This is an optimization exercise on Yosys and OpenROAD, whose aim is small area, a short achievable clock period and few clock cycles per item, not a production implementation.
At most, simulation tests tie the RTL to the original design; equivalence was not proved.
The RTL of runs 5 and 6 was laid out without a check of its function.
No activity file was given, so power comes from the tool's default toggle rates.

`flow/design.v`:
```
`timescale 1ns/10ps
module mpadd32_shift (CLK, RST_N, s_out, a_in, b_in, write, start, ready);
	input CLK, RST_N;
	input [255:0] a_in, b_in;
	input write, start;
	output [256:0] s_out;
	output ready;
	localparam K  = 8;
	localparam LK = 3;   
	localparam NB = 256 / K;
	localparam L  = 5;   
	localparam LW = 1;   
	reg [255:0]  q;
	reg [NB-1:0] g;      
	reg [NB-1:0] p;      
	reg          cout;
	reg          ready;
	assign s_out = {cout, q};
	genvar j, i, l;
	wire [255:0]  ws;
	wire [NB-1:0] bg;
	wire [NB-1:0] bp;
	generate
		for (j = 0; j < NB; j = j + 1) begin : add
			wire [K-1:0] x = a_in[j*K +: K] ^ b_in[j*K +: K];
			wire [K-1:0] y = a_in[j*K +: K] & b_in[j*K +: K];
			wire [K-1:0] G [0:LK];
			wire [K-1:0] P [0:LK];
			assign G[0] = y;
			assign P[0] = x;
			for (l = 0; l < LK; l = l + 1) begin : lvl
				for (i = 0; i < K; i = i + 1) begin : node
					if (i >= (1 << l)) begin : comb
						assign G[l+1][i] = G[l][i] | P[l][i] & G[l][i - (1 << l)];
						assign P[l+1][i] = P[l][i] & P[l][i - (1 << l)];
					end else begin : pass
						assign G[l+1][i] = G[l][i];
						assign P[l+1][i] = P[l][i];
					end
				end
			end
			assign ws[j*K +: K] = x ^ {G[LK][K-2:0], 1'b0};
			assign bg[j] = G[LK][K-1];
			assign bp[j] = P[LK][K-1];
		end
	endgenerate
	wire [NB-1:0] pg [0:L];
	wire [NB-1:0] pp [0:L];
	assign pg[0] = bg;
	assign pp[0] = bp;
	generate
		for (l = 0; l < L; l = l + 1) begin : lvl
			wire [NB-1:0] gi, pi;
			if (l == LW) begin : inr
				assign gi = g;
				assign pi = p;
			end else begin : inw
				assign gi = pg[l];
				assign pi = pp[l];
			end
			for (i = 0; i < NB; i = i + 1) begin : node
				if (i >= (1 << l)) begin : comb
					assign pg[l+1][i] = gi[i] | (pi[i] & gi[i - (1 << l)]);
					assign pp[l+1][i] = pi[i] & pi[i - (1 << l)];
				end else begin : pass
					assign pg[l+1][i] = gi[i];
					assign pp[l+1][i] = pi[i];
				end
			end
		end
	endgenerate
	wire [NB:0] c = {pg[L], 1'b0};
	wire [255:0] t;
	generate
		for (j = 0; j < NB; j = j + 1) begin : inc
			for (i = 0; i < K; i = i + 1) begin : bit_
				if (j == 0) begin : first
					assign t[i] = 1'b0;
				end else if (i == 0) begin : lsb
					assign t[j*K] = c[j];
				end else begin : up
					assign t[j*K+i] = c[j] & (&q[j*K +: i]);
				end
			end
		end
	endgenerate
	always @(posedge CLK) begin
		q    <= write ? ws : q ^ t;
		g    <= write ? pg[LW] : {NB{1'b0}};
		p    <= pp[LW];
		cout <= write ? 1'b0 : cout | c[NB];
		if (~RST_N)
			ready <= 1'b0;
		else
			ready <= start;
	end
endmodule
```
`flow/flow/run.sh`:
```
#!/bin/bash
# The standard layout, with the port buffers made from buf_1 cells
# instead of the default delay buffers.
set -euo pipefail
export BUFFER_PORTS_ARGS="-buffer_cell sky130_fd_sc_hd__buf_1"
bash standard.sh > standard.log 2>&1
```
`flow/standard.sh`:
```
#!/bin/bash
# synth_recipe.tcl (not shown) runs the flow's synth.tcl, then flattens the netlist and writes it again
# the make line also repeats each setting of config.mk as NAME=value (left out here)
make -C /OpenROAD-flow-scripts/flow DESIGN_CONFIG=/design/flow/config.mk WORK_HOME=/design/flow/orfs CLKGATE_MAP_FILE= SYNTH_SCRIPT=/design/flow/synth_recipe.tcl "${@:-finish}"
```
`flow/config.mk`:
```
export PLATFORM = sky130hd
export DESIGN_NAME = mpadd32_shift
export DESIGN_NICKNAME = mpadd32_shift
export VERILOG_FILES = /design/flow/design.v
export SDC_FILE = /design/flow/constraint.sdc
export NUM_CORES = 4
export LEC_CHECK = 0
export CAP_MARGIN = 20
export CORE_MARGIN = 2
export CORE_UTILIZATION = 40
export CTS_CLUSTER_DIAMETER = 100
export CTS_CLUSTER_SIZE = 20
export PLACE_DENSITY = 0.7
export SETUP_SLACK_MARGIN = 2.7
export SLEW_MARGIN = 20
```
`flow/constraint.sdc`:
```
create_clock -name core_clock -period 5.0 [get_ports {CLK}]
set_input_delay 1.0000 -clock core_clock [delete_from_list [all_inputs] [get_ports {CLK}]]
set_output_delay 1.0000 -clock core_clock [all_outputs]
set_load 0.01 [all_outputs]
```
==> results.cfg, run 1 <==
[outcome]
outcome = timing/DRC/antenna clean

[sta]
finalHoldViolations = 0
worst_slew_pin_slew_ns = 1.15
rsz0062_at_grt = yes
setup_viol = 0
tns_ns = 0
whs_ns = 0.493
clock_skew_ns = 0.0241
slew_violations = 0
period_share_pct = 45.7
relSlewSlack_pct = 23.0
setup_ws_ns = 2.72
fin_crit_ns = 2.28
max_freq_mhz = 438

[power_and_ir_drop]
p_seq_share_pct = 41.3
p_per_area_mw_per_mm2 = 294
total_power_mw = 8.59
swShare_pct = 39.1
p_clk_share_pct = 20.8
p_sw_mw = 3.36
p_int_mw = 5.23
p_comb_share_pct = 37.9
leakage_nw = 11.2
vdd_drop_max_v = 0.000194

[logic_synthesis]
synth_nets = 3583
synthArstFlopShare_pct = 0
synth.distinct_cells = 65
ys_seq_area_share_pct = 27.7
ys_warn_count = 1
synth_edf_count = 8
synth_area_per_cell_um2 = 8.51
synth_area_mm2 = 0.0234
synth-main-ff-cell = dfxtp_1
synthCells = 2748
ys_ff_latch = 320

[drt]
drcViolationCount = 0
drt-initial-drc-count = 960
dr.pass1.iters = 5
wl_per_cell_um = 19.8
avgViaCountPerCell = 5.31
via_count = 22779
drtAntennaViolNets = 0
drt_wl_total_um = 84900

[global_routing]
grt_pass1_vias = 21957
antenna_found_initial = 11
grt_remaining_overflow = 0
grt_pass1_wl_um = 126000
grt_max_degree = 226
grt_use_total_pct = 26.7

[clock_tree]
path_clk_slew_ns = 0.09
numCtsBuffers = 21
clk_path_buf_depth = 3
ctsHtreeMaxLevel = 1
cts_tree = yes
cts.sink_count = 320
clock_latency_ns = 0.55
clock-root-buffer = clkbuf_16

[worst_setup_path]
cp-start-kind = primary input
cp_data_required_time_ns = 5.41
slowest_delay_ns = 0.45
r2r_start = g[1]
cp.buffers_inverters = 1
path_class = in -> reg
r2r_setup_slack_ns = 2.77
crit_end = q[87]
crit_start = a_in[81]
rr_worst_depth = 8
cp_max_fo = 2
path_cells = buf_1 -> ha_4 -> a21o_1 -> a21oi_2 -> o21bai_1 -> a2111oi_0 -> nor3_1 -> xnor2_1 -> a21oi_1
path_depth = 9
cp-end-kind = flip-flop
cp_top_family = compound AO/OA/AOI/OAI gates
worstPathArrival_ns = 2.69
reg2reg_to = q[160]
crit_slowest_cell = a2111oi_0

[floorplanning]
die_width_um = 246
core_area_mm2 = 0.0577
dieArea_mm2 = 0.0604
num_io_pins = 774
initial_utilization_pct = 40.5
die-height_um = 246
row_count = 88

[final_layout]
fin_cells = 4286
area_growth_pct = 25.1
final_core_util_pct = 50.7
final_area_mm2 = 0.0292
nets = 4340
drive_above_1_share_pct = 10.5

[placement]
dpl_cell_area_mm2 = 0.0281
dp_slack_ns = 1.86
place_inst = 4230
io_buffers = 773
dp_hpwl_um = 71200
place_congestion = 0.950

[worst_hold_path]
hold_depth = 2
hold_class = reg -> reg

[flow_run]
maxCapViolCount = 0
[cell type report]
| cell class | instances | area [um^2] |
|---|---|---|
| antenna | 8 | 20.0 |
| clock buffer | 26 | 554 |
| clock inverter | 5 | 47.5 |
| fill | 5549 | 28500 |
| inverter | 79 | 299 |
| multi-input combinational | 2289 | 17700 |
| sequential | 320 | 6520 |
| tap | 765 | 957 |
| timing repair buffer | 794 | 3130 |
[cell usage after synthesis (5+ instances only)]
cell / n / area (um^2)
dfxtp_1: 312 / 6250
xor2_1: 154 / 1350
a31o_2: 5 / 43.8
a31oi_1: 18 / 113
a21o_1: 90 / 676
o21ai_0: 253 / 1270
edfxtp_1: 8 / 240
o21bai_1: 34 / 255
ha_1: 287 / 3590
mux2i_1: 26 / 260
or4_1: 6 / 45.0
inv_1: 78 / 293
nor2_1: 163 / 612
xnor2_1: 233 / 2040
a211oi_1: 17 / 128
and4_1: 11 / 96.3
nor2b_1: 39 / 244
nor3_1: 37 / 185
o21a_1: 20 / 150
a21oi_1: 204 / 1020
a2111oi_0: 9 / 78.8
or2_2: 39 / 244
nand3_1: 52 / 260
and3_1: 25 / 156
mux2_2: 31 / 349
and2_1: 12 / 75.1
o211ai_1: 21 / 158
nand2_1: 314 / 1180
nand4_1: 88 / 551
clkbuf_1: 51 / 191
fa_1: 32 / 641
buf_1: 7 / 26.3
nand2b_1: 17 / 106
o2111ai_1: 5 / 43.8
[timing repair]
| action | 4_1_cts | 5_1_grt |
|---|---|---|
| resized for setup | 43 | 53 |
| pin swaps | 10 | 20 |
| hold buffers | 0 | 0 |
| endpoints found under the setup margin | 127 | 56 |
| setup buffers | 8 | 9 |
[cells by family after synthesis]
kind of cell,share of synthesized area [%]
AND/OR/NAND/NOR,16.5
AO/OA/AOI/OAI,18.2
multiplexers,2.61
buffers and inverters,2.28
XOR/XNOR,14.5
flip-flops,27.7
adder cells (fa/ha/maj),18.1
[cell usage in the layout, fill, tap and decap left out, types with 76 or more instances in the layout]
cell,count
nand2_1,312
a21o_1,87
o21ai_0,200
dfxtp_1,297
nor2_1,163
a21oi_1,130
nand4_1,88
buf_1,762
inv_1,76
ha_1,231
xor2_1,154
xnor2_1,233
[power groups by stage]
stage | Clock [mW] | Sequential, mW | Combinational (mW)
6_report | 1.78 | 3.55 | 3.26
3_3_place_gp | 0 | 3.57 | 3.16
3_5_place_dp | 0 | 3.59 | 3.18
5_1_grt | 1.93 | 3.61 | 3.59
4_1_cts | 1.85 | 3.54 | 3.23
2_1_floorplan | 0 | 3.69 | 1.81
[worst min-delay path: stages, from the launching register on]
cell and delay (ns):
dfxtp_1 0.32, a211oi_1 0.06, nor2_1 0.08
[sequential cells by signal (all words and copies together) (netlist names)]
register  flops
p            30
ready         1
g            32
q           256
cout          1
[layer usage]
layer  track usage [%]  vias up  wire length, um
met3              5.38      156             5800
met1              32.5    10614            35200
met4              9.16        4             3210
met5                 0        -               23
li1                  -    11254                -
met2              46.8      751            40600
[how the worst min path moves through the flow]
stage          endpoint   from
2_1_floorplan      cout  g[31]
3_3_place_gp       cout  g[31]
3_5_place_dp       cout  g[31]
4_1_cts            cout  p[31]
5_1_grt            cout  g[31]
6_report           cout  p[31]
Testbench counts, summed over its fixed seeds: cycles 1,032, items 512.
==> run 2: changes to the inputs <==
--- a/flow/config.mk
+++ b/flow/config.mk
@@ -9,7 +9,6 @@
 export CORE_MARGIN = 2
 export CORE_UTILIZATION = 40
 export CTS_CLUSTER_DIAMETER = 100
-export CTS_CLUSTER_SIZE = 20
-export PLACE_DENSITY = 0.7
+export CTS_CLUSTER_SIZE = 25
 export SETUP_SLACK_MARGIN = 2.7
 export SLEW_MARGIN = 20
==> results.cfg, run 2 <==
[sta]
rsz0062_at_grt = yes
period_share_pct = 45.6
slew_violations = 0
tns_ns = 0
whs_ns = 0.461
setup_viol = 0
clock_skew_ns = 0.0240
max_freq_mhz = 439
worst_slew_pin_slew_ns = 0.714
finalHoldViolations = 0
fin_crit_ns = 2.28
relSlewSlack_pct = 52.4

[final_layout]
largest_reg_flops = 256
final_common_cell = buf_1
area_growth_pct = 24.9
top_regs = q: 256 flops, g: 32 flops, p: 30 flops
largest_register = q
layout_common_cells = buf_1 (759), nand2_1 (313), dfxtp_1 (299), xnor2_1 (233), ha_1 (232)
seq_area_mm2 = 0.00651
drive_above_1_share_pct = 10.5
nFillCells = 5796
multi_input_area_mm2 = 0.0177
final_core_util_pct = 50.6
fin_cells = 4283
nets = 4341

[power_and_ir_drop]
vdd_drop_max_v = 0.000210
total_power_mw = 8.58
leakage_nw = 11.2
p_per_area_mw_per_mm2 = 294

[logic_synthesis]
synth_edf_count = 8
synthTopCellsByArea = dfxtp_1 (27%), ha_1 (15%), xnor2_1 (8.7%)
ys_warn_count = 1
synth_compound_area_share_pct = 18.2
synth_top_area_cell = dfxtp_1
netlist_top_cells_count = nand2_1 (314), dfxtp_1 (312), ha_1 (287)
synth_top_area_share_pct = 26.7
synth_fa_ha_area_share_pct = 18.1
yosys.cell_count.top_type = nand2_1
yosys.area_share.simple_pct = 16.5
synth_area_per_cell_um2 = 8.51
synthCells = 2748
synth-xor-area-share_pct = 14.5
synth_nets = 3583
synth_mux_area_share_pct = 2.61
ys_seq_area_share_pct = 27.7
synth_area_mm2 = 0.0234
synth_top_family_by_area = compound AO/OA/AOI/OAI gates
synthArstFlopShare_pct = 0
synth-main-ff-cell = dfxtp_1
ys_ff_latch = 320
synth.distinct_cells = 65

[clock_tree]
clk_path_buf_depth = 3
numCtsBuffers = 18
ctsHtreeMaxLevel = 1
clock_latency_ns = 0.55
path_clk_slew_ns = 0.11
cts.sink_count = 320
clock-root-buffer = clkbuf_16
hold_buffers = 0
cts_tree = yes

[drt]
drtAntennaViolNets = 0
drt_wl_total_um = 83600
wl_per_cell_um = 19.5
dr.pass1.iters = 5
via_count = 22369
drt-initial-drc-count = 847
avgViaCountPerCell = 5.22
drcViolationCount = 0

[worst_setup_path]
cp-end-kind = flip-flop
slowest_delay_ns = 0.37
cp-start-kind = flip-flop
reg2reg_to = q[200]
crit_slowest_cell = dfxtp_4
r2r_start = g[0]
path_cells = a211oi_4 -> o21ai_4 -> nand4_1 -> buf_4 -> nand2_1 -> a31o_2 -> ha_1 -> mux2_2
r2r_setup_slack_ns = 2.72
path_class = reg -> reg
cp_data_required_time_ns = 5.45
rr_worst_depth = 8
cp_max_fo = 4
worstPathArrival_ns = 2.72

[placement]
dp_hpwl_um = 70900
place_inst = 4233
place_congestion = 0.922
io_buffers = 773

[global_routing]
grt_remaining_overflow = 0
grt_max_degree = 161
grt_use_total_pct = 26.3
antenna_found_initial = 7
grt_pass1_wl_um = 124000
grt_pass1_vias = 21327

[floorplanning]
initial_utilization_pct = 40.5
row_count = 88
dieArea_mm2 = 0.0604
core_area_mm2 = 0.0577
die_width_um = 246
die-height_um = 246
num_io_pins = 774

[worst_hold_path]
hold_end = cout
min_from = g[31]
hold_depth = 2
hold_class = reg -> reg

[outcome]
outcome = timing/DRC/antenna clean

[flow_run]
maxCapViolCount = 0
run 2: cell types whose count changed in the layout (fill, tap and decap cells not counted), moves of 3 or more:
cell      before  now
clkinv_2       3    0
clkbuf_1       4    1
diode_2        8    5
buf_4         17   22
buf_1        762  759
a21oi_2       72   69
buf_2          6   10
a21oi_1      130  134
run 2: metal layers:
| metal | up-vias | global-route usage (%) | share of wire (%) |
|---|---|---|---|
| met3 | 89 | 5.04 | 6.2 |
| met1 | 10456 | 31.8 | 42 |
| met4 | 2 | 5.81 | 2.5 |
| met5 | - | 0 | 0.016 |
| li1 | 11261 | - | - |
| met2 | 561 | 47.9 | 50 |
run 2: how the worst max path moves through the flow:
stage	slack (ns)	endpoint	cells after the start	start
after floorplan	2.50	q[214]	9	a_in[208]
after global placement	2.11	q[239]	5	write
after detailed placement	2.08	q[239]	5	write
after CTS	2.55	q[248]	8	p[14]
after global routing	2.60	q[103]	9	a_in[97]
final	2.72	q[200]	8	g[0]
run 2: timing repair:
action,in CTS,in global routing
pin swaps,9,11
buffers inserted,12,6
setup endpoints to repair,98,49
gates resized for setup,41,45
run 2: stage by stage:
stage / setup WS (ns) / area [um^2]
after floorplan: 2.50 / 24400
after global placement: 2.11 / 28100
after detailed placement: 2.08 / 28100
after CTS: 2.55 / 29000
after global routing: 2.60 / 29200
final: 2.72 / 29200
run 2: cell type report:
class / instances / area share (%)
sequential: 320 / 22.3
inverter: 79 / 1.04
antenna: 5 / 0.0429
clock inverter: 6 / 0.386
timing repair buffer: 798 / 10.8
multi-input combinational: 2289 / 60.5
clock buffer: 21 / 1.69
tap: 765 / 3.28
run 2: worst max-delay path, delay by kind of cell, from the launching register on:
family	cells	cell delay (ns)
AOI/OAI and AO/OA	3	0.77
DFF	1	0.37
and+or+nand+nor	2	0.35
adders and majority gates	1	0.26
muxes	1	0.26
buffers and inverters	1	0.18
run 2: where the power goes:
group | leakage [nW] | switching, mW | total (mW) | internal, mW
clock network | 0.296 | 0.972 | 1.81 | 0.836
registers | 2.70 | 0.491 | 3.53 | 3.04
logic | 8.26 | 1.86 | 3.24 | 1.39
total | 11.2 | 3.32 | 8.58 | 5.26
run 2: cells by family after synthesis:
logic type	Yosys count
AO/OA/AOI/OAI	710
XOR/XNOR	387
adder cells (fa/ha/maj)	319
buffers and inverters	139
flip-flops	320
multiplexers	57
AND/OR/NAND/NOR	816
==> run 3: changes to the inputs <==
--- a/flow/config.mk
+++ b/flow/config.mk
@@ -9,6 +9,7 @@
 export CORE_MARGIN = 2
 export CORE_UTILIZATION = 40
 export CTS_CLUSTER_DIAMETER = 100
-export CTS_CLUSTER_SIZE = 25
+export CTS_CLUSTER_SIZE = 20
+export GPL_ROUTABILITY_DRIVEN = 0
 export SETUP_SLACK_MARGIN = 2.7
 export SLEW_MARGIN = 20
==> results.cfg, run 3 <==
[worst_setup_path]
cp_data_required_time_ns = 5.46
cp-end-kind = flip-flop
crit_slowest_cell = dfxtp_4
path_cells = a211oi_4 -> o21ai_4 -> nand4_1 -> buf_4 -> nand2_1 -> a31o_2 -> ha_1 -> mux2_2
cp-start-kind = flip-flop
slowest_delay_ns = 0.38
path_class = reg -> reg
cp_max_fo = 4
worstPathArrival_ns = 2.72

[clock_tree]
numCtsBuffers = 21
path_clk_slew_ns = 0.09
clock-root-buffer = clkbuf_16
hold_buffers = 0
clk_path_buf_depth = 3
ctsHtreeMaxLevel = 1
clock_latency_ns = 0.56
cts.sink_count = 320
cts_tree = yes

[sta]
max_freq_mhz = 442
tns_ns = 0
setup_viol = 0
fin_crit_ns = 2.26
slew_violations = 0
worst_slew_pin_slew_ns = 0.707
relSlewSlack_pct = 52.8
finalHoldViolations = 0
clock_skew_ns = 0.0315
period_share_pct = 45.3
rsz0062_at_grt = yes

[logic_synthesis]
synthCells = 2748
synth-main-ff-cell = dfxtp_1
synth_top_area_cell = dfxtp_1
ys_warn_count = 1
synthArstFlopShare_pct = 0
yosys.cell_count.top_type = nand2_1
ys_ff_latch = 320
synth_area_per_cell_um2 = 8.51
synth_area_mm2 = 0.0234
netlist_top_cells_count = nand2_1 (314), dfxtp_1 (312), ha_1 (287)
ys_seq_area_share_pct = 27.7
synth_top_area_share_pct = 26.7
synth_nets = 3583
synth_edf_count = 8
synthTopCellsByArea = dfxtp_1 (27%), ha_1 (15%), xnor2_1 (8.7%)
synth.distinct_cells = 65

[drt]
drt-initial-drc-count = 889
wl_per_cell_um = 19.5
avgViaCountPerCell = 5.22
drtAntennaViolNets = 0
via_count = 22354
drt_wl_total_um = 83600
drcViolationCount = 0
dr.pass1.iters = 7

[floorplanning]
core_area_mm2 = 0.0577
row_count = 88
num_io_pins = 774
initial_utilization_pct = 40.5
die_width_um = 246
die-height_um = 246
dieArea_mm2 = 0.0604

[final_layout]
nets = 4339
final_core_util_pct = 50.5
final_common_cell = buf_1
largest_register = q
layout_common_cells = buf_1 (757), nand2_1 (313), dfxtp_1 (300), xnor2_1 (233), ha_1 (232)
largest_reg_flops = 256
area_growth_pct = 24.6
top_regs = q: 256 flops, g: 32 flops, p: 30 flops
drive_above_1_share_pct = 10.3

[power_and_ir_drop]
p_per_area_mw_per_mm2 = 293
vdd_drop_max_v = 0.000212
leakage_nw = 11.2

[placement]
dp_hpwl_um = 70900
io_buffers = 773

[worst_hold_path]
hold_class = reg -> reg

[global_routing]
grt_use_total_pct = 26.3
antenna_found_initial = 8
grt_remaining_overflow = 0
grt_pass1_wl_um = 124000
grt_pass1_vias = 21352
grt_max_degree = 161

[flow_run]
maxCapViolCount = 0

[outcome]
outcome = timing/DRC/antenna clean
## run 3: cell counts after synthesis
No cell type changed its count.
## run 3: worst max-delay path, delay by kind of cell, from the launching register on
family / cells / cell delay (ns)
multiplexers: 1 / 0.26
adder cells (fa/ha/maj): 1 / 0.26
AND/OR/NAND/NOR: 2 / 0.35
flip-flops: 1 / 0.38
AO/OA/AOI/OAI: 3 / 0.75
buffers and inverters: 1 / 0.17
## run 3: per-layer routing
layer / vias to the layer above / routed length (um) / GRT usage [%]
li1: 11257 / - / -
met4: 2 / 1920 / 5.60
met1: 10392 / 34600 / 31.7
met5: - / 10 / 0
met2: 610 / 41500 / 48.0
met3: 93 / 5530 / 5.36
## run 3: what timing repair did
item / 4_1_cts / 5_1_grt
resized for setup: 37 / 46
setup endpoints to repair: 93 / 55
cloned: 0 / 0
pin swaps: 8 / 7
buffers inserted: 10 / 3
## run 3: worst paths after layout
| kind | startpoint | endpoint | slack [ns] | cells after the start |
|---|---|---|---|---|
| setup / recovery | g[0] | q[200] | 2.74 | 8 |
| hold / removal | g[31] | cout | 0.46 | 2 |
| setup reg to reg | g[0] | q[200] | 2.74 | 8 |
| hold reg to reg | g[31] | cout | 0.46 | 2 |
## run 3: layout make-up
| type | count | area, um^2 |
|---|---|---|
| inverters | 79 | 304 |
| well taps | 765 | 957 |
| multi-input cells | 2289 | 17600 |
| diodes | 6 | 15.0 |
| fillers | 5817 | 28600 |
| repair buffers | 793 | 3100 |
| clock inverters | 5 | 62.6 |
| flip-flops and latches | 320 | 6510 |
| clock buffers | 23 | 543 |
## run 3: cell families after synthesis
| family | after synthesis | synth area share (%) |
|---|---|---|
| multiplexers | 57 | 2.61 |
| AND/OR/NAND/NOR | 816 | 16.5 |
| adder cells (fa/ha/maj) | 319 | 18.1 |
| AO/OA/AOI/OAI | 710 | 18.2 |
| buffers and inverters | 139 | 2.28 |
| XOR/XNOR | 387 | 14.5 |
| flip-flops | 320 | 27.7 |
## run 3: metrics by stage
stage / hold slack (ns) / power [mW] / worst slack [ns] / cell area [um^2] / cells
global placement: 0.435 / 6.76 / 2.11 / 28100 / 4233
floorplan: 0.417 / 5.51 / 2.50 / 24400 / 2748
detailed placement: 0.438 / 6.77 / 2.08 / 28100 / 4233
CTS: 0.459 / 8.60 / 2.55 / 29000 / 4271
finish: 0.456 / 8.55 / 2.74 / 29100 / 4280
global route: 0.501 / 9.10 / 2.61 / 29100 / 4276
## run 3: power breakdown
part	internal (mW)	switching (mW)
Clock	0.795	0.989
Sequential	3.04	0.490
Combinational	1.38	1.85
==> run 4: changes to the inputs <==
--- a/flow/config.mk
+++ b/flow/config.mk
@@ -10,6 +10,5 @@
 export CORE_UTILIZATION = 40
 export CTS_CLUSTER_DIAMETER = 100
 export CTS_CLUSTER_SIZE = 20
-export GPL_ROUTABILITY_DRIVEN = 0
 export SETUP_SLACK_MARGIN = 2.7
 export SLEW_MARGIN = 20
==> results.cfg, run 4 <==
[sta]
tns_ns = 0
fin_crit_ns = 2.26
relSlewSlack_pct = 52.8
period_share_pct = 45.3
setup_viol = 0
setup_ws_ns = 2.74
slew_violations = 0
rsz0062_at_grt = yes
finalHoldViolations = 0
worst_slew_pin_slew_ns = 0.707
max_freq_mhz = 442
clock_skew_ns = 0.0315

[power_and_ir_drop]
p_int_mw = 5.22
p_seq_share_pct = 41.3
swShare_pct = 39.0
leakage_nw = 11.2
p_clk_share_pct = 20.9
p_comb_share_pct = 37.8
vdd_drop_max_v = 0.000212
p_per_area_mw_per_mm2 = 293
p_sw_mw = 3.33

[placement]
place_congestion = 0.922
place_inst = 4233
dp_hpwl_um = 70900
dp_slack_ns = 2.08
io_buffers = 773

[worst_setup_path]
cp-end-kind = flip-flop
cp_data_required_time_ns = 5.46
r2r_setup_slack_ns = 2.74
reg2reg_to = q[200]
cp_max_fo = 4
cp-start-kind = flip-flop
path_class = reg -> reg
worstPathArrival_ns = 2.72
r2r_start = g[0]
rr_worst_depth = 8

[logic_synthesis]
yosys.cell_count.top_type = nand2_1
ys_ff_latch = 320
synth_edf_count = 8
synth-main-ff-cell = dfxtp_1
synth_top_area_share_pct = 26.7
netlist_top_cells_count = nand2_1 (314), dfxtp_1 (312), ha_1 (287)
synth_top_area_cell = dfxtp_1
synthTopCellsByArea = dfxtp_1 (27%), ha_1 (15%), xnor2_1 (8.7%)
ys_warn_count = 1
synthArstFlopShare_pct = 0
ys_seq_area_share_pct = 27.7
synth.distinct_cells = 65
synth_area_mm2 = 0.0234
synth_area_per_cell_um2 = 8.51
synthCells = 2748
synth_nets = 3583

[drt]
drt_wl_total_um = 83600
wl_per_cell_um = 19.5
via_count = 22354
dr.pass1.iters = 7
avgViaCountPerCell = 5.22
drcViolationCount = 0
drt-initial-drc-count = 889
drtAntennaViolNets = 0

[flow_run]
maxCapViolCount = 0

[clock_tree]
numCtsBuffers = 21
cts_tree = yes
clk_path_buf_depth = 3
clock_latency_ns = 0.56
ctsHtreeMaxLevel = 1
cts.sink_count = 320
path_clk_slew_ns = 0.09
clock-root-buffer = clkbuf_16
hold_buffers = 0

[global_routing]
grt_use_met1_pct = 31.7
grt_max_degree = 161
grt_pass1_wl_um = 124000
antenna_found_initial = 8
grt_use_met3_pct = 5.36
grt_pass1_vias = 21352
use_met2_pct = 48.0
grt-busiest-layer = met2
grt_remaining_overflow = 0
grt_use_total_pct = 26.3

[floorplanning]
core_area_mm2 = 0.0577
die-height_um = 246
row_count = 88
num_io_pins = 774
die_width_um = 246
dieArea_mm2 = 0.0604
initial_utilization_pct = 40.5

[worst_hold_path]
hold_class = reg -> reg
hold_depth = 2
hold_end = cout
min_from = g[31]

[final_layout]
largest_reg_flops = 256
nFillCells = 5817
nets = 4339
fin_cells = 4280
final_common_cell = buf_1
largest_register = q
drive_above_1_share_pct = 10.3
layout_common_cells = buf_1 (757), nand2_1 (313), dfxtp_1 (300), xnor2_1 (233), ha_1 (232)
area_growth_pct = 24.6
top_regs = q: 256 flops, g: 32 flops, p: 30 flops

[outcome]
outcome = timing/DRC/antenna clean
-- run 4: cell counts in the layout (fill, tap and decap cells not counted) --
No cell type changed its count.
-- run 4: worst max-delay path, stage by stage, from the launching register on --
cell,delay [ns]
dfxtp_4,0.38
a211oi_4,0.36
o21ai_4,0.14
nand4_1,0.24
buf_4,0.17
nand2_1,0.11
a31o_2,0.25
ha_1,0.26
mux2_2,0.26
-- run 4: metrics by stage --
step,power (mW),instance area [um^2],util [%],hold WS [ns]
6_report,8.55,29100,50.5,0.456
4_1_cts,8.60,29000,50.2,0.459
3_5_place_dp,6.77,28100,48.8,0.438
2_1_floorplan,5.51,24400,-,0.417
3_3_place_gp,6.76,28100,48.8,0.435
5_1_grt,9.10,29100,50.5,0.501
-- run 4: kinds of logic after synthesis --
family / share of synthesized area [%]
muxes: 2.61
adders and majority gates: 18.1
DFF: 27.7
xor gates and xnor gates: 14.5
and+or+nand+nor: 16.5
buffers and inverters: 2.28
AOI/OAI and AO/OA: 18.2
-- run 4: metal layers --
layer,wire [um],part of all wire [%],up-vias
met5,10,0.012,-
met2,41500,50,610
met3,5530,6.6,93
li1,-,-,11257
met1,34600,41,10392
met4,1920,2.3,2
-- run 4: worst max-delay path by stage --
stage	from	cells after the start	slack, ns	endpoint
after CTS	p[14]	8	2.55	q[248]
after global routing	a_in[97]	9	2.61	q[103]
final	g[0]	8	2.74	q[200]
after global placement	write	5	2.11	q[239]
after floorplan	a_in[208]	9	2.50	q[214]
after detailed placement	write	5	2.08	q[239]
-- run 4: power by group through the flow --
stage	logic, mW	registers [mW]	clock network (mW)
2_1_floorplan	1.81	3.69	0
3_3_place_gp	3.19	3.57	0
3_5_place_dp	3.19	3.58	0
4_1_cts	3.23	3.52	1.84
5_1_grt	3.57	3.60	1.93
6_report	3.23	3.53	1.78
-- run 4: cell type report --
cell class                 instances  area, um^2  share of cell area (%)
tap                              765         957                    3.29
clock buffer                      23         543                    1.86
sequential                       320        6510                    22.3
clock inverter                     5        62.6                   0.215
antenna                            6        15.0                  0.0515
inverter                          79         304                    1.04
timing repair buffer             793        3100                    10.7
multi-input combinational       2289       17600                    60.6
-- run 4: repair_timing --
| item | 4_1_cts | 5_1_grt |
|---|---|---|
| endpoints found under the hold margin | 0 | 0 |
| endpoints found under the setup margin | 93 | 55 |
| setup buffers | 10 | 3 |
| resized for setup | 37 | 46 |
| pin swaps | 8 | 7 |
==> run 5: changes to the inputs <==
--- a/flow/design.v
+++ b/flow/design.v
@@ -59,9 +59,12 @@
 				assign pi = pp[l];
 			end
 			for (i = 0; i < NB; i = i + 1) begin : node
-				if (i >= (1 << l)) begin : comb
+				if (l < LW && i >= (1 << l)) begin : ks
 					assign pg[l+1][i] = gi[i] | (pi[i] & gi[i - (1 << l)]);
 					assign pp[l+1][i] = pi[i] & pi[i - (1 << l)];
+				end else if (l >= LW && ((i >> l) & 1)) begin : sk
+					assign pg[l+1][i] = gi[i] | (pi[i] & gi[((i >> l) << l) - 1]);
+					assign pp[l+1][i] = pi[i] & pi[((i >> l) << l) - 1];
 				end else begin : pass
 					assign pg[l+1][i] = gi[i];
 					assign pp[l+1][i] = pi[i];
==> results.cfg, run 5 <==
[outcome]
outcome = timing/DRC/antenna clean

[clock_tree]
hold_buffers = 0
clock-root-buffer = clkbuf_16
clock_latency_ns = 0.54
path_clk_slew_ns = 0.09
clk_path_buf_depth = 3
cts.sink_count = 320
numCtsBuffers = 21
cts_tree = yes
ctsHtreeMaxLevel = 1

[final_layout]
largest_register = q
layout_common_cells = buf_1 (758), nand2_1 (327), dfxtp_1 (303), ha_1 (240), xnor2_1 (224)
nets = 4343
seq_area_mm2 = 0.00650
nFillCells = 5585
final_core_util_pct = 51.3
multi_input_area_mm2 = 0.0172
drive_above_1_share_pct = 11.8
top_regs = q: 256 flops, g: 32 flops, p: 30 flops
area_growth_pct = 26.5
final_common_cell = buf_1
largest_reg_flops = 256

[placement]
io_buffers = 773
place_congestion = 0.959
dp_slack_ns = 2.05
dp_hpwl_um = 67200

[floorplanning]
initial_utilization_pct = 40.5
row_count = 87
dieArea_mm2 = 0.0592
die-height_um = 243
num_io_pins = 774
die_width_um = 243
core_area_mm2 = 0.0565

[sta]
period_share_pct = 47.8
rsz0062_at_grt = yes
worst_slew_pin_slew_ns = 0.812
max_freq_mhz = 418
tns_ns = 0
fin_crit_ns = 2.39
setup_ws_ns = 2.61
finalHoldViolations = 0
setup_viol = 0
slew_violations = 0
clock_skew_ns = 0.0271
relSlewSlack_pct = 45.9

[worst_setup_path]
slowest_delay_ns = 0.38
path_depth = 10
cp-start-kind = flip-flop
rr_worst_depth = 10
cp_data_required_time_ns = 5.43
cp-end-kind = flip-flop
path_class = reg -> reg
path_cells = a21oi_4 -> o22ai_4 -> a21o_4 -> a211o_4 -> a31oi_4 -> inv_2 -> buf_4 -> buf_6 -> ha_4 -> mux2_4
cp_max_fo = 6
cp_top_family = compound AO/OA/AOI/OAI gates
cp.buffers_inverters = 3
crit_slowest_cell = a211o_4
worstPathArrival_ns = 2.82

[drt]
via_count = 21653
drt_wl_total_um = 79400
drcViolationCount = 0
dr.pass1.iters = 4
wl_per_cell_um = 18.6
drt-initial-drc-count = 957
avgViaCountPerCell = 5.06
drtAntennaViolNets = 0

[logic_synthesis]
synth_nets = 3574
synth_top_area_share_pct = 27.3
ys_seq_area_share_pct = 28.3
ys_warn_count = 1
synth_area_mm2 = 0.0229
synth.distinct_cells = 66
synth_mux_area_share_pct = 1.74
synth_top_family_by_area = adder cells
synth_edf_count = 8
synth_compound_area_share_pct = 16.4
ys_ff_latch = 320
synthCells = 2739
synth-main-ff-cell = dfxtp_1
synthTopCellsByArea = dfxtp_1 (27%), ha_1 (16%), xnor2_1 (8.8%)
yosys.cell_count.top_type = nand2_1
yosys.area_share.simple_pct = 17.0
synth_top_area_cell = dfxtp_1
synth_area_per_cell_um2 = 8.36
synth-xor-area-share_pct = 15.3
synth_fa_ha_area_share_pct = 18.5
synthArstFlopShare_pct = 0
netlist_top_cells_count = nand2_1 (327), dfxtp_1 (312), ha_1 (287)

[global_routing]
antenna_found_initial = 11
grt_max_degree = 155
grt_use_total_pct = 25.6
grt_pass1_wl_um = 119000
grt_remaining_overflow = 0
grt_pass1_vias = 21044

[worst_hold_path]
hold_class = reg -> reg
hold_depth = 2

[flow_run]
maxCapViolCount = 0

[power_and_ir_drop]
leakage_nw = 11.3
total_power_mw = 8.57
vdd_drop_max_v = 0.000223
p_per_area_mw_per_mm2 = 296
-- run 5: cell count changes in the layout (fill, tap and decap cells not counted), sizes merged, moves of 12 or more --
| cell | change |
|---|---|
| a211oi | -16 |
| a21o | -40 |
| a21oi | +37 |
| a31oi | -12 |
| inv | +24 |
| mux2i | -21 |
| nand2 | +13 |
| nand2b | -17 |
| nor2 | +77 |
| nor3 | -23 |
| o211ai | -13 |
| o21a | -19 |
| o21bai | +32 |
| xor2 | +17 |
-- run 5: tightest hold or removal path, delay by kind of cell, from the launching register on --
| kind | cells | cell delay, ns |
|---|---|---|
| DFF | 1 | 0.34 |
| and+or+nand+nor | 1 | 0.07 |
| AOI/OAI and AO/OA | 1 | 0.04 |
-- run 5: cell families after synthesis --
kind of cell	after synthesis
AND/OR/NAND/NOR	844
AO/OA/AOI/OAI	656
flip-flops	320
adder cells (fa/ha/maj)	319
multiplexers	36
XOR/XNOR	400
buffers and inverters	164
-- run 5: worst paths after layout --
check | startpoint | slack, ns | endpoint
max | g[1] | 2.61 | q[240]
min | g[31] | 0.48 | cout
max reg2reg | g[1] | 2.61 | q[240]
min reg2reg | g[31] | 0.48 | cout
-- run 5: metrics by stage --
step | hold slack, ns | cells | cell area (um^2)
final | 0.482 | 4279 | 29000
after global routing | 0.509 | 4273 | 29000
after CTS | 0.456 | 4254 | 28400
after detailed placement | 0.457 | 4214 | 27500
after global placement | 0.427 | 4214 | 27500
after floorplan | 0.417 | 2739 | 23900
-- run 5: cell type report --
type | count | share of cell area (%)
clock buffer | 25 | 1.87
clock inverter | 4 | 0.332
sequential | 320 | 22.4
antenna | 9 | 0.0777
inverter | 103 | 1.33
tap | 756 | 3.26
multi-input combinational | 2255 | 59.5
timing repair buffer | 807 | 11.2
-- run 5: repair_timing --
action,in CTS,in global routing
setup buffers,11,16
pin swaps,15,46
setup endpoints to repair,119,110
gates resized for setup,40,118
-- run 5: layer usage --
metal | vias up | global-route usage (%) | wire length (um)
met2 | 586 | 44.6 | 38200
met1 | 9893 | 30.5 | 32600
met5 | - | 0 | 98
li1 | 11027 | - | -
met4 | 14 | 8.70 | 2790
met3 | 133 | 6.72 | 5740
-- run 5: power by group --
part / leakage (nW) / total (mW) / internal, mW / switching [mW]
clock network: 0.309 / 1.85 / 0.886 / 0.968
registers: 2.69 / 3.51 / 3.03 / 0.485
logic: 8.26 / 3.20 / 1.38 / 1.82
total: 11.3 / 8.57 / 5.29 / 3.27
==> run 6: changes to the inputs <==
--- a/flow/design.v
+++ b/flow/design.v
@@ -17,7 +17,8 @@
 	reg          ready;
 	assign s_out = {cout, q};
 	genvar j, i, l;
-	wire [255:0]  ws;
+	wire [255:0]  wx;    
+	wire [255:0]  wc;    
 	wire [NB-1:0] bg;
 	wire [NB-1:0] bp;
 	generate
@@ -39,7 +40,8 @@
 					end
 				end
 			end
-			assign ws[j*K +: K] = x ^ {G[LK][K-2:0], 1'b0};
+			assign wx[j*K +: K] = x;
+			assign wc[j*K +: K] = {G[LK][K-2:0], 1'b0};
 			assign bg[j] = G[LK][K-1];
 			assign bp[j] = P[LK][K-1];
 		end
@@ -59,12 +61,9 @@
 				assign pi = pp[l];
 			end
 			for (i = 0; i < NB; i = i + 1) begin : node
-				if (l < LW && i >= (1 << l)) begin : ks
+				if (i >= (1 << l)) begin : comb
 					assign pg[l+1][i] = gi[i] | (pi[i] & gi[i - (1 << l)]);
 					assign pp[l+1][i] = pi[i] & pi[i - (1 << l)];
-				end else if (l >= LW && ((i >> l) & 1)) begin : sk
-					assign pg[l+1][i] = gi[i] | (pi[i] & gi[((i >> l) << l) - 1]);
-					assign pp[l+1][i] = pi[i] & pi[((i >> l) << l) - 1];
 				end else begin : pass
 					assign pg[l+1][i] = gi[i];
 					assign pp[l+1][i] = pi[i];
@@ -88,7 +87,7 @@
 		end
 	endgenerate
 	always @(posedge CLK) begin
-		q    <= write ? ws : q ^ t;
+		q    <= (write ? wx : q) ^ (write ? wc : t);
 		g    <= write ? pg[LW] : {NB{1'b0}};
 		p    <= pp[LW];
 		cout <= write ? 1'b0 : cout | c[NB];
==> results.cfg, run 6 <==
[placement]
io_buffers = 773
dp_slack_ns = 1.86
dp_hpwl_um = 69200
place_congestion = 0.982

[logic_synthesis]
synthArstFlopShare_pct = 0
synth_area_per_cell_um2 = 8.47
ys_seq_area_share_pct = 29.6
netlist_top_cells_count = dfxtp_1 (319), nand2_1 (309), xor2_1 (257)
ys_ff_latch = 320
synth_top_area_share_pct = 29.5
synth_top_area_cell = dfxtp_1
synth_nets = 3332
synth-main-ff-cell = dfxtp_1
synth_edf_count = 1
ys_warn_count = 1
synth.distinct_cells = 70
synthTopCellsByArea = dfxtp_1 (29%), ha_1 (15%), xor2_1 (10%)
synthCells = 2560
synth_area_mm2 = 0.0217
yosys.cell_count.top_type = dfxtp_1

[global_routing]
antenna_found_initial = 11
grt_use_total_pct = 27.9
grt_pass1_wl_um = 122000
grt_pass1_vias = 20996
grt_remaining_overflow = 0
grt_max_degree = 170

[drt]
drtAntennaViolNets = 0
drt_wl_total_um = 82300
drcViolationCount = 0
wl_per_cell_um = 20.2
dr.pass1.iters = 5
via_count = 21154
drt-initial-drc-count = 897
avgViaCountPerCell = 5.19

[flow_run]
maxCapViolCount = 0

[worst_hold_path]
hold_depth = 2
hold_class = reg -> reg

[worst_setup_path]
worstPathArrival_ns = 2.89
r2r_setup_slack_ns = 2.53
cp_max_fo = 5
cp-end-kind = flip-flop
rr_worst_depth = 12
path_class = reg -> reg
cp-start-kind = flip-flop
cp_data_required_time_ns = 5.42

[sta]
finalHoldViolations = 0
tns_ns = 0
setup_ws_ns = 2.53
clock_skew_ns = 0.0171
slew_violations = 0
worst_slew_pin_slew_ns = 0.944
setup_viol = 0
period_share_pct = 49.4
max_freq_mhz = 405
relSlewSlack_pct = 36.6
fin_crit_ns = 2.47
rsz0062_at_grt = yes

[floorplanning]
num_io_pins = 774
die-height_um = 237
core_area_mm2 = 0.0537
initial_utilization_pct = 40.3
dieArea_mm2 = 0.0561
die_width_um = 237
row_count = 85

[final_layout]
area_growth_pct = 29.7
top_regs = q: 256 flops, g: 32 flops, p: 30 flops
final_core_util_pct = 52.3
nets = 4141
layout_common_cells = buf_1 (737), dfxtp_1 (310), nand2_1 (304), xor2_1 (256), ha_1 (215)
drive_above_1_share_pct = 12.7
largest_reg_flops = 256
final_common_cell = buf_1
largest_register = q

[power_and_ir_drop]
vdd_drop_max_v = 0.000176
total_power_mw = 8.35
p_per_area_mw_per_mm2 = 297
leakage_nw = 11.3

[clock_tree]
hold_buffers = 0
clock-root-buffer = clkbuf_16
cts.sink_count = 320
path_clk_slew_ns = 0.09
clk_path_buf_depth = 3
clock_latency_ns = 0.55
numCtsBuffers = 20
cts_tree = yes
ctsHtreeMaxLevel = 1

[outcome]
outcome = timing/DRC/antenna clean
[run 6: cell count changes after synthesis, moves of 23 or more]
cell | previous run | this run
a21o_1 | 48 | 93
a21oi_1 | 240 | 164
fa_1 | 32 | 0
ha_1 | 287 | 256
mux2_2 | 31 | 6
nor2_1 | 239 | 117
o21a_1 | 1 | 24
o21ai_0 | 262 | 237
xnor2_1 | 229 | 198
xor2_1 | 171 | 257
[run 6: timing repair]
| action | CTS | global route |
|---|---|---|
| pin swaps | 41 | 111 |
| endpoints found under the setup margin | 140 | 162 |
| buffers inserted | 25 | 47 |
| resized for setup | 92 | 172 |
[run 6: metrics by stage]
| step | instances | area [um^2] | hold slack, ns |
|---|---|---|---|
| global route | 4074 | 28100 | 0.513 |
| finish | 4077 | 28100 | 0.475 |
| detailed placement | 3971 | 26000 | 0.441 |
| CTS | 4021 | 27200 | 0.464 |
| global placement | 3971 | 26000 | 0.443 |
| floorplan | 2560 | 22400 | 0.417 |
[run 6: cells by family (layout without fill, tap and decap cells)]
| logic type | Yosys count | in the layout | synth area share, % |
|---|---|---|---|
| AO/OA/AOI/OAI | 645 | 645 | 18.2 |
| XOR/XNOR | 455 | 455 | 18.4 |
| adder cells (fa/ha/maj) | 256 | 256 | 14.8 |
| buffers and inverters | 152 | 964 | 2.66 |
| flip-flops | 320 | 320 | 29.6 |
| multiplexers | 14 | 14 | 0.681 |
| other | 0 | 9 | 0 |
| AND/OR/NAND/NOR | 718 | 718 | 15.7 |
[run 6: report_power, final]
group | switching [mW] | total [mW] | internal [mW] | leakage, nW
logic | 1.79 | 3.10 | 1.31 | 8.32
registers | 0.492 | 3.49 | 3.00 | 2.68
clock network | 0.949 | 1.76 | 0.811 | 0.287
total | 3.23 | 8.35 | 5.12 | 11.3
[run 6: area by class of cell]
cell class | instances | area, um^2
multi-input cells | 2088 | 16200
repair buffers | 851 | 3670
flip-flops and latches | 320 | 6430
inverters | 88 | 330
clock buffers | 21 | 526
fillers | 5200 | 25600
clock inverters | 4 | 51.3
diodes | 9 | 22.5
well taps | 696 | 871
[run 6: layer usage]
metal / wire length, um / global-route usage [%] / share of wire (%)
met2: 41100 / 50.3 / 50
met4: 2540 / 8.52 / 3.1
met1: 32900 / 32.4 / 40
met5: 40 / 0 / 0.049
met3: 5800 / 6.85 / 7.0
[run 6: path summary, 6_finish.rpt]
kind	endpoint	start
setup / recovery	q[183]	p[9]
hold reg to reg	cout	g[31]
hold / removal	cout	g[31]
setup reg to reg	q[183]	p[9]
[run 6: critical path: stages, from the launching register on]
cell and delay, ns:
dfxtp_2 0.36, and2_4 0.16, buf_6 0.10, nand3_4 0.10, a21oi_4 0.22, o2111ai_4 0.22
buf_4 0.20, buf_4 0.13, a21boi_4 0.26, o2111a_2 0.28, nand3_1 0.10, xor2_1 0.15
o21ai_1 0.07
==> run 7: changes to the inputs <==
--- a/flow/design.v
+++ b/flow/design.v
@@ -9,7 +9,7 @@
 	localparam LK = 3;   
 	localparam NB = 256 / K;
 	localparam L  = 5;   
-	localparam LW = 1;   
+	localparam LW = 2;   
 	reg [255:0]  q;
 	reg [NB-1:0] g;      
 	reg [NB-1:0] p;      
--- a/flow/config.mk
+++ b/flow/config.mk
@@ -10,5 +10,5 @@
 export CORE_UTILIZATION = 40
 export CTS_CLUSTER_DIAMETER = 100
 export CTS_CLUSTER_SIZE = 20
-export SETUP_SLACK_MARGIN = 2.7
+export SETUP_SLACK_MARGIN = 2.9
 export SLEW_MARGIN = 20
==> results.cfg, run 7 <==
[drt]
drcViolationCount = 0
dr.pass1.iters = 6
wl_met2_um = 45300
wl_per_cell_um = 21.5
met3_length_um = 6120
drtAntennaViolNets = 0
avgViaCountPerCell = 5.47
drt_wl_total_um = 92500
highest_layer = met4
drt-initial-drc-count = 1129
via_count = 23558
met1_length_um = 36800

[placement]
place_inst = 4160
dp_hpwl_um = 75100
io_buffers = 773
place_congestion = 0.974
dpl_cell_area_mm2 = 0.0281

[power_and_ir_drop]
leakage_nw = 12.2
total_power_mw = 9.14
p_per_area_mw_per_mm2 = 289
vdd_drop_max_v = 0.000236

[final_layout]
multi_input_area_mm2 = 0.0183
area_growth_pct = 40.7
drive_above_1_share_pct = 29.4
seq_area_mm2 = 0.00689
fin_cells = 4307
final_common_cell = buf_1
nets = 4318
largest_reg_flops = 256
top_regs = q: 256 flops, g: 32 flops, p: 28 flops
nFillCells = 5131
final_core_util_pct = 57.1
final_area_mm2 = 0.0316
largest_register = q
layout_common_cells = buf_1 (483), nand2_1 (310), xor2_1 (243), buf_4 (216), o21ai_0 (214)

[logic_synthesis]
netlist_top_cells_count = dfxtp_1 (317), nand2_1 (310), o21ai_0 (296)
synth_area_mm2 = 0.0224
synth_top_area_share_pct = 28.3
ys_seq_area_share_pct = 28.4
synth_area_per_cell_um2 = 8.29
synth_edf_count = 1
synth.distinct_cells = 71
synth-main-ff-cell = dfxtp_1
synthCells = 2706
ys_ff_latch = 318
synthArstFlopShare_pct = 0
yosys.cell_count.top_type = dfxtp_1
ys_warn_count = 1
synth_nets = 3478
synth_top_area_cell = dfxtp_1
synthTopCellsByArea = dfxtp_1 (28%), ha_1 (14%), xor2_1 (9.5%)

[clock_tree]
cts.sink_count = 318
clock-root-buffer = clkbuf_16
cts_tree = yes
path_clk_slew_ns = 0.09
clock_latency_ns = 0.55
hold_buffers = 0
clk_path_buf_depth = 3
numCtsBuffers = 20
ctsHtreeMaxLevel = 1

[worst_setup_path]
cp_max_fo = 3
cp-start-kind = primary input
r2r_start = g[3]
cp-end-kind = flip-flop
path_class = in -> reg
worstPathArrival_ns = 2.58
r2r_setup_slack_ns = 2.98
crit_start = b_in[177]
rr_worst_depth = 8
cp_data_required_time_ns = 5.41
reg2reg_to = q[225]

[sta]
clock_skew_ns = 0.0222
tns_ns = 0
setup_viol = 0
rsz0062_at_grt = yes
relSlewSlack_pct = 57.4
max_freq_mhz = 461
fin_crit_ns = 2.17
slew_violations = 0
worst_slew_pin_slew_ns = 0.630
finalHoldViolations = 0
period_share_pct = 43.4

[global_routing]
antenna_found_initial = 5
grt_pass1_wl_um = 132000
grt_remaining_overflow = 0
grt_max_degree = 192
grt_use_total_pct = 29.4
grt_pass1_vias = 22811

[floorplanning]
initial_utilization_pct = 40.5
dieArea_mm2 = 0.0580
core_area_mm2 = 0.0553
row_count = 86
num_io_pins = 774
die_width_um = 241
die-height_um = 241

[worst_hold_path]
min_from = g[31]
hold_depth = 2
hold_class = reg -> reg
hold_end = cout

[outcome]
outcome = timing/DRC/antenna clean

[flow_run]
maxCapViolCount = 0
## run 7: cell count changes after synthesis, sizes merged, moves of 21 or more
cell / before / now
o21ai: 249 / 297
a21o: 94 / 48
inv: 88 / 52
xnor2: 198 / 169
a211oi: 5 / 31
nand3: 62 / 86
mux2i: 8 / 31
nor3: 11 / 34
o21bai: 57 / 34
nor2: 118 / 139
## run 7: metrics by stage
stage	hold slack, ns	worst slack [ns]
2_1_floorplan	0.417	2.58
4_1_cts	0.472	2.82
3_3_place_gp	0.438	2.09
5_1_grt	0.494	2.78
3_5_place_dp	0.437	2.05
6_report	0.480	2.83
## run 7: critical path, cell delays in order
cell     delay, ns
buf_2         0.12
ha_4          0.26
buf_4         0.15
a21oi_1       0.17
o21ai_1       0.16
a21oi_2       0.21
nor2_1        0.06
o31ai_1       0.31
o21ai_0       0.13
## run 7: layer usage
metal | global-route usage (%) | vias to the layer above
li1 | - | 11398
met1 | 34.6 | 11175
met2 | 52.5 | 797
met3 | 5.36 | 188
met4 | 12.2 | 0
met5 | 0 | -
## run 7: timing repair
item | CTS | global route
pin swaps | 28 | 64
gates cloned | 0 | 2
endpoints found under the hold margin | 0 | 0
endpoints found under the setup margin | 364 | 222
setup buffers | 31 | 79
resized for setup | 630 | 245
## run 7: layout make-up
cell class / instances / share of cell area, %
multi-input combinational: 2262 / 58.0
sequential: 318 / 21.8
timing repair buffer: 892 / 14.6
tap: 748 / 2.97
clock buffer: 25 / 1.81
inverter: 52 / 0.670
clock inverter: 2 / 0.0634
antenna: 8 / 0.0634
## run 7: worst max path at each step
stage | end | slack, ns
floorplan | g[23] | 2.58
global placement | g[23] | 2.09
detailed placement | g[22] | 2.05
CTS | g[25] | 2.82
global route | q[182] | 2.78
finish | q[182] | 2.83
## run 7: cells by family after synthesis
logic type / after synthesis / share of synthesized area [%]
multiplexers: 36 / 1.63
AO/OA/AOI/OAI: 743 / 20.0
XOR/XNOR: 412 / 16.1
AND/OR/NAND/NOR: 815 / 17.4
adder cells (fa/ha/maj): 256 / 14.3
buffers and inverters: 126 / 2.17
flip-flops: 318 / 28.4
## run 7: power by group
part,switching (mW),internal [mW],leakage [nW],total [mW]
combinational,2.01,1.78,9.15,3.80
clock,0.956,0.810,0.292,1.77
sequential,0.472,3.10,2.71,3.57
total,3.44,5.69,12.2,9.14
Testbench counts of run 7, summed over its fixed seeds: cycles 1,032, items 512.
==> run 8: changes to the inputs <==
--- a/flow/config.mk
+++ b/flow/config.mk
@@ -10,5 +10,5 @@
 export CORE_UTILIZATION = 40
 export CTS_CLUSTER_DIAMETER = 100
 export CTS_CLUSTER_SIZE = 20
-export SETUP_SLACK_MARGIN = 2.9
+export SETUP_SLACK_MARGIN = 2.85
 export SLEW_MARGIN = 20
==> results.cfg, run 8 <==
[worst_hold_path]
hold_class = reg -> reg

[power_and_ir_drop]
leakage_nw = 11.5
vdd_drop_max_v = 0.000238
p_per_area_mw_per_mm2 = 293
total_power_mw = 8.81

[final_layout]
layout_common_cells = buf_1 (563), nand2_1 (310), xor2_1 (243), o21ai_0 (219), xnor2_1 (168)
nets = 4254
drive_above_1_share_pct = 22.4
nFillCells = 5271
final_area_mm2 = 0.0301
final_core_util_pct = 54.4
top_regs = q: 256 flops, g: 32 flops, p: 28 flops
largest_register = q
fin_cells = 4236
largest_reg_flops = 256
final_common_cell = buf_1
area_growth_pct = 34.2

[worst_setup_path]
cp_max_fo = 2
cp_data_required_time_ns = 5.43
r2r_setup_slack_ns = 2.92
cp-end-kind = flip-flop
path_class = in -> reg
cp-start-kind = primary input
worstPathArrival_ns = 2.68

[floorplanning]
initial_utilization_pct = 40.5
dieArea_mm2 = 0.0580
die-height_um = 241
num_io_pins = 774
die_width_um = 241
row_count = 86
core_area_mm2 = 0.0553

[logic_synthesis]
synth_top_area_cell = dfxtp_1
synthTopCellsByArea = dfxtp_1 (28%), ha_1 (14%), xor2_1 (9.5%)
ys_ff_latch = 318
netlist_top_cells_count = dfxtp_1 (317), nand2_1 (310), o21ai_0 (296)
synth_nets = 3478
synth_area_mm2 = 0.0224
synth-main-ff-cell = dfxtp_1
synth_top_area_share_pct = 28.3
synthArstFlopShare_pct = 0
ys_seq_area_share_pct = 28.4
synth_area_per_cell_um2 = 8.29
ys_warn_count = 1
yosys.cell_count.top_type = dfxtp_1
synth.distinct_cells = 71
synthCells = 2706
synth_edf_count = 1

[placement]
place_inst = 4162
dpl_cell_area_mm2 = 0.0279
dp_slack_ns = 1.89
dp_hpwl_um = 76800
io_buffers = 773
place_congestion = 0.954

[global_routing]
grt_pass1_wl_um = 134000
antenna_found_initial = 3
grt_pass1_vias = 22627
grt_max_degree = 98
grt_use_total_pct = 30.3
grt_remaining_overflow = 0

[sta]
fin_crit_ns = 2.24
relSlewSlack_pct = 55.1
period_share_pct = 44.8
clock_skew_ns = 0.0282
worst_slew_pin_slew_ns = 0.672
finalHoldViolations = 0
rsz0062_at_grt = yes
setup_ws_ns = 2.76
tns_ns = 0
max_freq_mhz = 446
whs_ns = 0.485
setup_viol = 0
slew_violations = 0

[drt]
drt_wl_total_um = 92900
drtAntennaViolNets = 0
drcViolationCount = 0
avgViaCountPerCell = 5.48
dr.pass1.iters = 5
wl_per_cell_um = 21.9
drt-initial-drc-count = 1064
via_count = 23210

[clock_tree]
ctsHtreeMaxLevel = 1
cts_tree = yes
hold_buffers = 0
cts.sink_count = 318
clock-root-buffer = clkbuf_16
clock_latency_ns = 0.55
numCtsBuffers = 20
path_clk_slew_ns = 0.09
clk_path_buf_depth = 3

[outcome]
outcome = timing/DRC/antenna clean

[flow_run]
maxCapViolCount = 0
-- run 8: cell type report --
type / count / area (um^2) / area share [%]
antenna: 3 / 7.51 / 0.0249
clock buffer: 24 / 557 / 1.85
clock inverter: 1 / 20.0 / 0.0665
inverter: 52 / 208 / 0.690
multi-input combinational: 2262 / 18000 / 59.6
sequential: 318 / 6630 / 22.0
tap: 748 / 936 / 3.11
timing repair buffer: 828 / 3790 / 12.6
-- run 8: per-layer routing --
layer,track usage [%],share of wire (%)
met5,0,0
met4,11.1,4.3
met3,5.52,6.4
met2,54.7,49
met1,35.5,40
-- run 8: path summary, 6_finish.rpt --
check | startpoint | endpoint | cells after the start
hold reg to reg | g[31] | cout | 2
hold / removal | g[31] | cout | 2
setup / recovery | b_in[169] | g[21] | 8
setup reg to reg | p[16] | q[239] | 6
-- run 8: repair_timing --
action                                 in CTS  in global routing
setup endpoints to repair                 309                192
setup buffers                              12                 33
resized for setup                         351                193
cloned                                      1                  0
endpoints found under the hold margin       0                  0
pin swaps                                  18                 51
-- run 8: critical path: stages --
cell and delay (ns):
buf_8 0.10, ha_4 0.23, a21o_4 0.24, a21o_1 0.21, a221oi_4 0.43, o21bai_2 0.15
a22oi_2 0.22, o21ai_1 0.09
-- run 8: power by group --
part / switching, mW / internal, mW
registers: 0.528 / 3.05
clock network: 0.971 / 0.796
logic: 1.92 / 1.55
total: 3.41 / 5.40
-- run 8: cells by family (layout without fill, tap and decap cells) --
kind of cell,Yosys count,count (layout),share of synthesized area [%]
AND/OR/NAND/NOR,815,815,17.4
AO/OA/AOI/OAI,743,743,20.0
XOR/XNOR,412,412,16.1
flip-flops,318,318,28.4
adder cells (fa/ha/maj),256,256,14.3
buffers and inverters,126,905,2.17
multiplexers,36,36,1.63
other,0,3,0
==> run 9: changes to the inputs <==
--- a/flow/config.mk
+++ b/flow/config.mk
@@ -10,5 +10,5 @@
 export CORE_UTILIZATION = 40
 export CTS_CLUSTER_DIAMETER = 100
 export CTS_CLUSTER_SIZE = 20
-export SETUP_SLACK_MARGIN = 2.85
+export SETUP_SLACK_MARGIN = 2.7
 export SLEW_MARGIN = 20
==> results.cfg, run 9 <==
[clock_tree]
numCtsBuffers = 20
cts_tree = yes
clock-root-buffer = clkbuf_16
path_clk_slew_ns = 0.09
clock_latency_ns = 0.55
clk_path_buf_depth = 3
cts.sink_count = 318
ctsHtreeMaxLevel = 1

[final_layout]
final_common_cell = buf_1
fin_cells = 4202
largest_register = q
layout_common_cells = buf_1 (753), dfxtp_1 (313), nand2_1 (310), xor2_1 (243), o21ai_0 (233)
nFillCells = 5542
area_growth_pct = 24.2
top_regs = q: 256 flops, g: 32 flops, p: 28 flops
largest_reg_flops = 256
drive_above_1_share_pct = 7.83
final_area_mm2 = 0.0279
nets = 4215

[worst_setup_path]
crit_slowest_cell = a21oi_2
crit_end = g[9]
reg2reg_to = q[239]
r2r_setup_slack_ns = 2.84
cp.buffers_inverters = 1
path_depth = 8
cp_max_fo = 4
cp_top_family = compound AO/OA/AOI/OAI gates
worstPathArrival_ns = 2.72
cp-end-kind = flip-flop
path_cells = buf_1 -> ha_4 -> a211o_1 -> a21oi_2 -> nor2_1 -> o21ai_1 -> o21ai_1 -> a21o_1
crit_path_frequent_cell = o21ai_1
cp-start-kind = primary input
cp_data_required_time_ns = 5.44
r2r_start = p[16]
slowest_delay_ns = 0.30
path_class = in -> reg
rr_worst_depth = 6
crit_start = a_in[49]

[placement]
dpl_cell_area_mm2 = 0.0270
place_inst = 4159
dp_hpwl_um = 73600
io_buffers = 773
place_congestion = 0.960

[logic_synthesis]
synthCells = 2706
synth_edf_count = 1
synth_area_per_cell_um2 = 8.29
ys_seq_area_share_pct = 28.4
ys_ff_latch = 318
synth_nets = 3478
synth-main-ff-cell = dfxtp_1
synth_area_mm2 = 0.0224
synthTopCellsByArea = dfxtp_1 (28%), ha_1 (14%), xor2_1 (9.5%)
synth.distinct_cells = 71
synth_top_area_cell = dfxtp_1
synthArstFlopShare_pct = 0
netlist_top_cells_count = dfxtp_1 (317), nand2_1 (310), o21ai_0 (296)
ys_warn_count = 1
synth_top_area_share_pct = 28.3
yosys.cell_count.top_type = dfxtp_1

[sta]
finalHoldViolations = 0
worst_slew_pin_slew_ns = 0.748
rsz0062_at_grt = yes
relSlewSlack_pct = 50.1
clock_skew_ns = 0.0174
period_share_pct = 45.4
tns_ns = 0
whs_ns = 0.468
max_freq_mhz = 440
fin_crit_ns = 2.27
setup_viol = 0
slew_violations = 0

[global_routing]
grt_remaining_overflow = 0
grt_use_total_pct = 28.7
grt_pass1_wl_um = 129000
antenna_found_initial = 8
grt_max_degree = 178
grt_pass1_vias = 22171

[floorplanning]
die-height_um = 241
die_width_um = 241
initial_utilization_pct = 40.5
dieArea_mm2 = 0.0580
num_io_pins = 774
core_area_mm2 = 0.0553
row_count = 86

[worst_hold_path]
hold_class = reg -> reg

[power_and_ir_drop]
leakage_nw = 10.6
vdd_drop_max_v = 0.000198
p_per_area_mw_per_mm2 = 298

[drt]
drcViolationCount = 0
wl_per_cell_um = 20.8
drt_wl_total_um = 87500
drt-initial-drc-count = 912
via_count = 22679
avgViaCountPerCell = 5.40
dr.pass1.iters = 5
drtAntennaViolNets = 0

[flow_run]
maxCapViolCount = 0

[outcome]
outcome = timing/DRC/antenna clean
-- run 9: cell type report --
type / count / area [um^2] / share of cell area [%]
clock buffers: 23 / 543 / 1.95
well taps: 748 / 936 / 3.36
flip-flops and latches: 318 / 6380 / 22.9
diodes: 7 / 17.5 / 0.0629
clock inverters: 3 / 28.8 / 0.103
repair buffers: 789 / 3090 / 11.1
multi-input cells: 2262 / 16600 / 59.8
inverters: 52 / 203 / 0.728
-- run 9: worst reg2reg max path: cells and delay by family (launching register included) --
family | cells | cell delay [ns]
flip-flops | 1 | 0.40
AND/OR/NAND/NOR | 3 | 0.93
AO/OA/AOI/OAI | 3 | 0.74
-- run 9: routing by layer --
layer  part of all wire, %  vias to the layer above  global-route usage, %  wire [um]
met4                   3.2                        4                   8.72       2810
met2                    49                      612                   51.8      43200
met3                   6.4                      129                   5.86       5570
met1                    41                    10754                   34.2      35900
li1                      -                    11180                      -          -
met5                 0.034                        -                      0         30
-- run 9: what timing repair did --
item	in CTS	in global routing
buffers inserted	1	9
cloned	0	0
pin swaps	1	8
gates resized for setup	24	39
endpoints found under the setup margin	79	80
hold buffers	0	0
-- run 9: cell families after synthesis --
logic type                 after synthesis  synth area share [%]
AOI/OAI and AO/OA                      743                  20.0
xor gates and xnor gates               412                  16.1
adders and majority gates              256                  14.3
buffers and inverters                  126                  2.17
DFF                                    318                  28.4
muxes                                   36                  1.63
and+or+nand+nor                        815                  17.4
-- run 9: through the flow --
step	power (mW)	util, %	setup slack [ns]
6_report	8.31	50.4	2.73
5_1_grt	8.82	50.4	2.61
4_1_cts	8.33	50.0	2.68
3_5_place_dp	6.56	48.7	1.97
3_3_place_gp	6.51	48.7	2.01
2_1_floorplan	5.34	-	2.58
-- run 9: worst min path at each step --
| stage | startpoint | to | slack (ns) | depth (start not counted) |
|---|---|---|---|---|
| 2_1_floorplan | g[31] | cout | 0.42 | 2 |
| 3_3_place_gp | g[31] | cout | 0.44 | 2 |
| 3_5_place_dp | q[3] | q[3] | 0.44 | 2 |
| 4_1_cts | q[3] | q[3] | 0.47 | 2 |
| 5_1_grt | q[3] | q[3] | 0.50 | 2 |
| 6_report | g[31] | cout | 0.47 | 2 |
-- run 9: where the power goes --
part | leakage (nW) | total, mW | switching (mW) | internal (mW)
sequential | 2.67 | 3.51 | 0.516 | 2.99
clock | 0.278 | 1.73 | 0.948 | 0.778
combinational | 7.63 | 3.08 | 1.79 | 1.28
total | 10.6 | 8.31 | 3.26 | 5.05

-- static timing again, ports no longer ideal --
In the flow no input, the clock included, has a driving cell. The finished layouts below were timed again as built, in two steps.
Step 1 assumes that a clkbuf_16 drives the clock port and a buf_2 every other input.
Step 2, shift: input delay + t, output delay - t, t = (earliest + latest rising clock arrival at the registers) / 2. This alone moves slack from input paths to output paths.
Slacks: no drivers / after step 1 / after step 2; pairs: no drivers / after step 1.
run | shift t [ns] | slack for setup (ns) | worst register clock-pin slew, ns
run 1 | 0.593 | 2.717 / 2.671 / 2.143 | 0.09 / 0.09
run 2 | 0.597 | 2.722 / 2.691 / 2.182 | 0.11 / 0.11
run 3 | 0.604 | 2.736 / 2.690 / 2.176 | 0.09 / 0.09
run 4 | 0.604 | 2.736 / 2.690 / 2.176 | 0.09 / 0.09
run 5 | 0.585 | 2.608 / 2.608 / 2.167 | 0.09 / 0.09
run 6 | 0.597 | 2.530 / 2.530 / 2.085 | 0.10 / 0.10
run 7 | 0.599 | 2.831 / 2.863 / 2.270 | 0.10 / 0.10
run 8 | 0.603 | 2.760 / 2.784 / 2.181 | 0.10 / 0.10
run 9 | 0.599 | 2.728 / 2.697 / 2.162 | 0.09 / 0.09
After both steps every run listed still meets setup and hold. For run 8, which loses most, drivers alone change the setup slack by +0.024 ns; drivers and shift together by -0.579 ns.
